This design comes from an exercise in tuning for small area on the open sky130 flow, not from production work. At most, simulation tests tie the RTL to the original design; equivalence was not proved. Power figures rest on the tool's default switching activity, not on a simulated workload.

## defog_top
module defog_top(
	input	clk,
	input	nrst,
	input	[7:0]	r,
	input	[7:0]	g,
	input	[7:0]	b,
	input	hsync,
	input	vsync,
	input	en,
	input	frame_done_flag,
	input	[7:0]	atmos,
	output	[7:0]	defogged_r,
	output	[7:0]	defogged_g,
	output	[7:0]	defogged_b,
	output	o_hsync,
	output	o_vsync,
	output	o_en,
	output	reg [7:0]	max_of_dark
);
reg [3:0] cnt;
wire cnt_done = cnt[3] & cnt[2];
always @(posedge clk or negedge nrst) begin
	if (!nrst)
		cnt <= 4'd0;
	else if (!cnt_done)
		cnt <= cnt + 4'd1;
end
wire p2_valid = cnt[3] | cnt[2] | cnt[1];
reg [23:0] p1, p2;
always @(posedge clk) begin
	p1 <= {r, g, b};
	p2 <= p1;
end
wire [7:0] r2 = p2[23:16];
wire [7:0] g2 = p2[15:8];
wire [7:0] b2 = p2[7:0];
wire [7:0] min_rg = (r2 <= g2) ? r2 : g2;
wire [7:0] dark = (min_rg <= b2) ? min_rg : b2;
always @(posedge clk or negedge nrst) begin
	if (!nrst)
		max_of_dark <= 8'd0;
	else if (frame_done_flag)
		max_of_dark <= 8'd0;
	else if (p2_valid && dark > max_of_dark)
		max_of_dark <= dark;
end
reg [4:0] qd;
always @(*) begin
	case (dark)
		8'd0: qd = 5'd0;
		8'd1: qd = 5'd0;
		8'd2: qd = 5'd0;
		8'd3: qd = 5'd0;
		8'd4: qd = 5'd0;
		8'd5: qd = 5'd0;
		8'd6: qd = 5'd0;
		8'd7: qd = 5'd0;
		8'd8: qd = 5'd0;
		8'd9: qd = 5'd0;
		8'd10: qd = 5'd0;
		8'd11: qd = 5'd0;
		8'd12: qd = 5'd0;
		8'd13: qd = 5'd0;
		8'd14: qd = 5'd0;
		8'd15: qd = 5'd0;
		8'd16: qd = 5'd0;
		8'd17: qd = 5'd0;
		8'd18: qd = 5'd0;
		8'd19: qd = 5'd0;
		8'd20: qd = 5'd0;
		8'd21: qd = 5'd0;
		8'd22: qd = 5'd0;
		8'd23: qd = 5'd1;
		8'd24: qd = 5'd1;
		8'd25: qd = 5'd1;
		8'd26: qd = 5'd1;
		8'd27: qd = 5'd1;
		8'd28: qd = 5'd1;
		8'd29: qd = 5'd1;
		8'd30: qd = 5'd1;
		8'd31: qd = 5'd1;
		8'd32: qd = 5'd1;
		8'd33: qd = 5'd1;
		8'd34: qd = 5'd1;
		8'd35: qd = 5'd1;
		8'd36: qd = 5'd1;
		8'd37: qd = 5'd1;
		8'd38: qd = 5'd1;
		8'd39: qd = 5'd1;
  ...
make LEC_CHECK=0 ABC_AREA=1 CAP_MARGIN=20 CORE_MARGIN=2 CORE_UTILIZATION=70 CTS_BUF_LIST=sky130_fd_sc_hd__clkbuf_8 CTS_CLUSTER_DIAMETER=60 CTS_CLUSTER_SIZE=20 PLACE_DENSITY=0.8 SLEW_MARGIN=20 finish   # period 6.734 ns
run.sh (not shown) runs the stock make flow with config.mk's settings and CLKGATE_MAP_FILE= SYNTH_SCRIPT=/design/flow/synth_recipe.tcl, a recipe that flattens the netlist after the stock synthesis.
Then changed:
- CORE_UTILIZATION: 70 -> 40
- CTS_BUF_LIST: sky130_fd_sc_hd__clkbuf_8 -> default
- CTS_CLUSTER_DIAMETER: 60 -> default
- CTS_CLUSTER_SIZE: 20 -> default
- PLACE_DENSITY: 0.8 -> 0.6
After rerunning: Sequential power stays flat. Synthesized area stays the same. Utilization came out lower by 31 points.
Then changed:
- CORE_UTILIZATION: 40 -> 70
- CTS_BUF_LIST: default -> sky130_fd_sc_hd__clkbuf_16
- CTS_CLUSTER_DIAMETER: default -> 80
- CTS_CLUSTER_SIZE: default -> 30
- PLACE_DENSITY: 0.6 -> 0.8
Outcome:
- The changed run produced a clean layout
- final cell count goes down by 13%
- utilization rises by 31 points
- fmax fell by 1.3%
- die area went down by 42%
- sequential share of layout area is higher by 3.4 points
Then changed:
- ABC_AREA: 1 -> default
- CORE_UTILIZATION: 70 -> 40
- CTS_BUF_LIST: sky130_fd_sc_hd__clkbuf_16 -> default
- CTS_CLUSTER_DIAMETER: 80 -> default
- CTS_CLUSTER_SIZE: 30 -> default
- PLACE_DENSITY: 0.8 -> 0.6
Effect: The new run completed without violations. Critical path depth is unchanged. Wire length shrinks by 2.8%. Clock-buffer cell count rose by 36. Sequential power is about the same. Clock power goes up by 99%.
No run of this note included a check of the RTL's function; only the layout flow was run.

---

defog_top, a different RTL version from the one above (not shown whole).
Size in the first run: roughly 73 I/O pins.
Settings: LEC_CHECK=0, ABC_AREA=1, CAP_MARGIN=20, CORE_MARGIN=2, CORE_UTILIZATION=80, GPL_TIMING_DRIVEN=0, PLACE_DENSITY=0.85, SLEW_MARGIN=20; clock period 6.734 ns.
standard.sh (not shown) runs the stock make flow with config.mk's settings and CLKGATE_MAP_FILE= SYNTH_SCRIPT=/design/flow/synth_recipe.tcl, a recipe that flattens the netlist after the stock synthesis.
==> flow/flow/run.sh <==
#!/bin/bash
# The standard layout (standard.sh, with its synthesis unchanged), with:
# - after synthesis, the netlist between the registers is improved for area;
#   registers keep their instances, names and cell types:
#   1. flow/fapol.py flips full-adder cells (FA is self-dual) to need fewer
#      inverters,
#   2. flow/resyn.sh re-maps the gates between registers and adders with ABC
#      for area;
# - port buffers: every input and output port still gets its own buffer,
#   the small sky130_fd_sc_hd__buf_1 instead of the default choice;
# - clock tree: sinks clustered into fewer, larger clusters, no dummy loads.
# Each tool's output goes to a log of its own in this folder.
set -euo pipefail
export BUFFER_PORTS_ARGS="-buffer_cell sky130_fd_sc_hd__buf_1"
export CTS_ARGS="-sink_clustering_enable -repair_clock_nets -sink_clustering_size 18 -sink_clustering_max_diameter 50 -buf_list sky130_fd_sc_hd__clkbuf_8 -dont_use_dummy_load"
bash standard.sh synth > synth.log 2>&1
R=orfs/results/${FLOW_PLATFORM}/defog_top/base
cp $R/1_2_yosys.v yosys_netlist.v
cp yosys_netlist.v net_in.v
if python3 flow/fapol.py net_in.v fapol_netlist.v > fapol.log 2>&1; then
  cp fapol_netlist.v net_in.v
fi
if bash flow/resyn.sh net_in.v resyn_netlist.v > resyn.log 2>&1; then
  cp resyn_netlist.v net_in.v
fi
cp net_in.v $R/1_2_yosys.v
touch $R/1_2_yosys.v
bash standard.sh > layout.log 2>&1
Other scripts of this flow, unchanged in this note and not shown: flow/flow/fapol.py, flow/flow/resyn.abc, flow/flow/resyn.sh
The baseline finished clean.
Next try:
--- a/flow/flow/run.sh
+++ b/flow/flow/run.sh
@@ -13,5 +13,5 @@
 set -euo pipefail
 export BUFFER_PORTS_ARGS="-buffer_cell sky130_fd_sc_hd__buf_1"
-export CTS_ARGS="-sink_clustering_enable -repair_clock_nets -sink_clustering_size 18 -sink_clustering_max_diameter 50 -buf_list sky130_fd_sc_hd__clkbuf_8 -dont_use_dummy_load"
+export CTS_ARGS="-sink_clustering_enable -repair_clock_nets -sink_clustering_size 20 -sink_clustering_max_diameter 50 -buf_list sky130_fd_sc_hd__clkbuf_8 -dont_use_dummy_load"
 bash standard.sh synth > synth.log 2>&1
 R=orfs/results/${FLOW_PLATFORM}/defog_top/base
--- a/flow/config.mk
+++ b/flow/config.mk
@@ -9,6 +9,6 @@
 export CAP_MARGIN = 20
 export CORE_MARGIN = 2
-export CORE_UTILIZATION = 80
+export CORE_UTILIZATION = 70
 export GPL_TIMING_DRIVEN = 0
-export PLACE_DENSITY = 0.85
+export PLACE_DENSITY = 0.8
 export SLEW_MARGIN = 20
Routed wire length goes down by 12%.
Hold slack hardly moves.
Cell count came out higher by 2.8%.
Die area went up by 14%.
Sequential share of layout area is lower by 0.12 points.
Core utilization shrinks by 11 points.
Cell area is about the same.
Power came out lower by 2.3%.
Sequential power hardly moves.
Next try:
--- a/flow/flow/run.sh
+++ b/flow/flow/run.sh
@@ -13,5 +13,5 @@
 set -euo pipefail
 export BUFFER_PORTS_ARGS="-buffer_cell sky130_fd_sc_hd__buf_1"
-export CTS_ARGS="-sink_clustering_enable -repair_clock_nets -sink_clustering_size 20 -sink_clustering_max_diameter 50 -buf_list sky130_fd_sc_hd__clkbuf_8 -dont_use_dummy_load"
+export CTS_ARGS="-sink_clustering_enable -repair_clock_nets -sink_clustering_size 12 -sink_clustering_max_diameter 40 -buf_list sky130_fd_sc_hd__clkbuf_4 -dont_use_dummy_load"
 bash standard.sh synth > synth.log 2>&1
 R=orfs/results/${FLOW_PLATFORM}/defog_top/base
Critical path depth does not change.
Area after synthesis stays the same.
Sequential share of layout area rose by 0.23 points.
Combinational power barely changes.
Design area fell by 0.42%.
Via count stays flat.

## port drivers added, routing unchanged
No port has a modelled driver above. Below, the same layouts with a new extraction and two added sets of constraints. Step 1 assumes that a clkbuf_16 drives the clock port and a buf_2 every other input. Step 2 times the ports against the registers' clock, not the clock port: input delays grow and output delays shrink by t, the midpoint of the rising clock arrivals with the driver on. Slacks: ideal ports / drivers / drivers and shift; pairs: ideal ports / drivers.
| run | shift t [ns] | slack for setup (ns) | worst setup path at the end | latest minus earliest clock arrival (ns) | cell pins on the clock port's net |
|---|---|---|---|---|---|
| the first run of note 1 | 0.594 | 0.275 / 0.290 / -0.304 | input to register | 0.028 / 0.028 | 1 |
| the second run of note 1 | 0.554 | 0.299 / 0.283 / -0.271 | input to register | 0.018 / 0.018 | 1 |
| the third run of note 1 | 0.543 | 0.216 / 0.229 / -0.314 | input to register | 0.014 / 0.014 | 1 |
| the fourth run of note 1 | 0.556 | 0.360 / 0.362 / -0.195 | input to register | 0.025 / 0.025 | 1 |
| the first run of note 2 | 0.573 | 0.257 / 0.272 / -0.295 | input to register | 0.058 / 0.058 | 1 |
| the second run of note 2 | 0.583 | 0.311 / 0.311 / -0.189 | input to register | 0.056 / 0.056 | 1 |
| the third run of note 2 | 0.655 | 0.352 / 0.352 / -0.189 | input to register | 0.060 / 0.060 | 1 |
Met with ideal ports but missed after step 2: setup timing in every run listed. For the first run of note 1, which loses most, drivers alone change the setup slack by +0.015 ns; drivers and shift together by -0.579 ns.
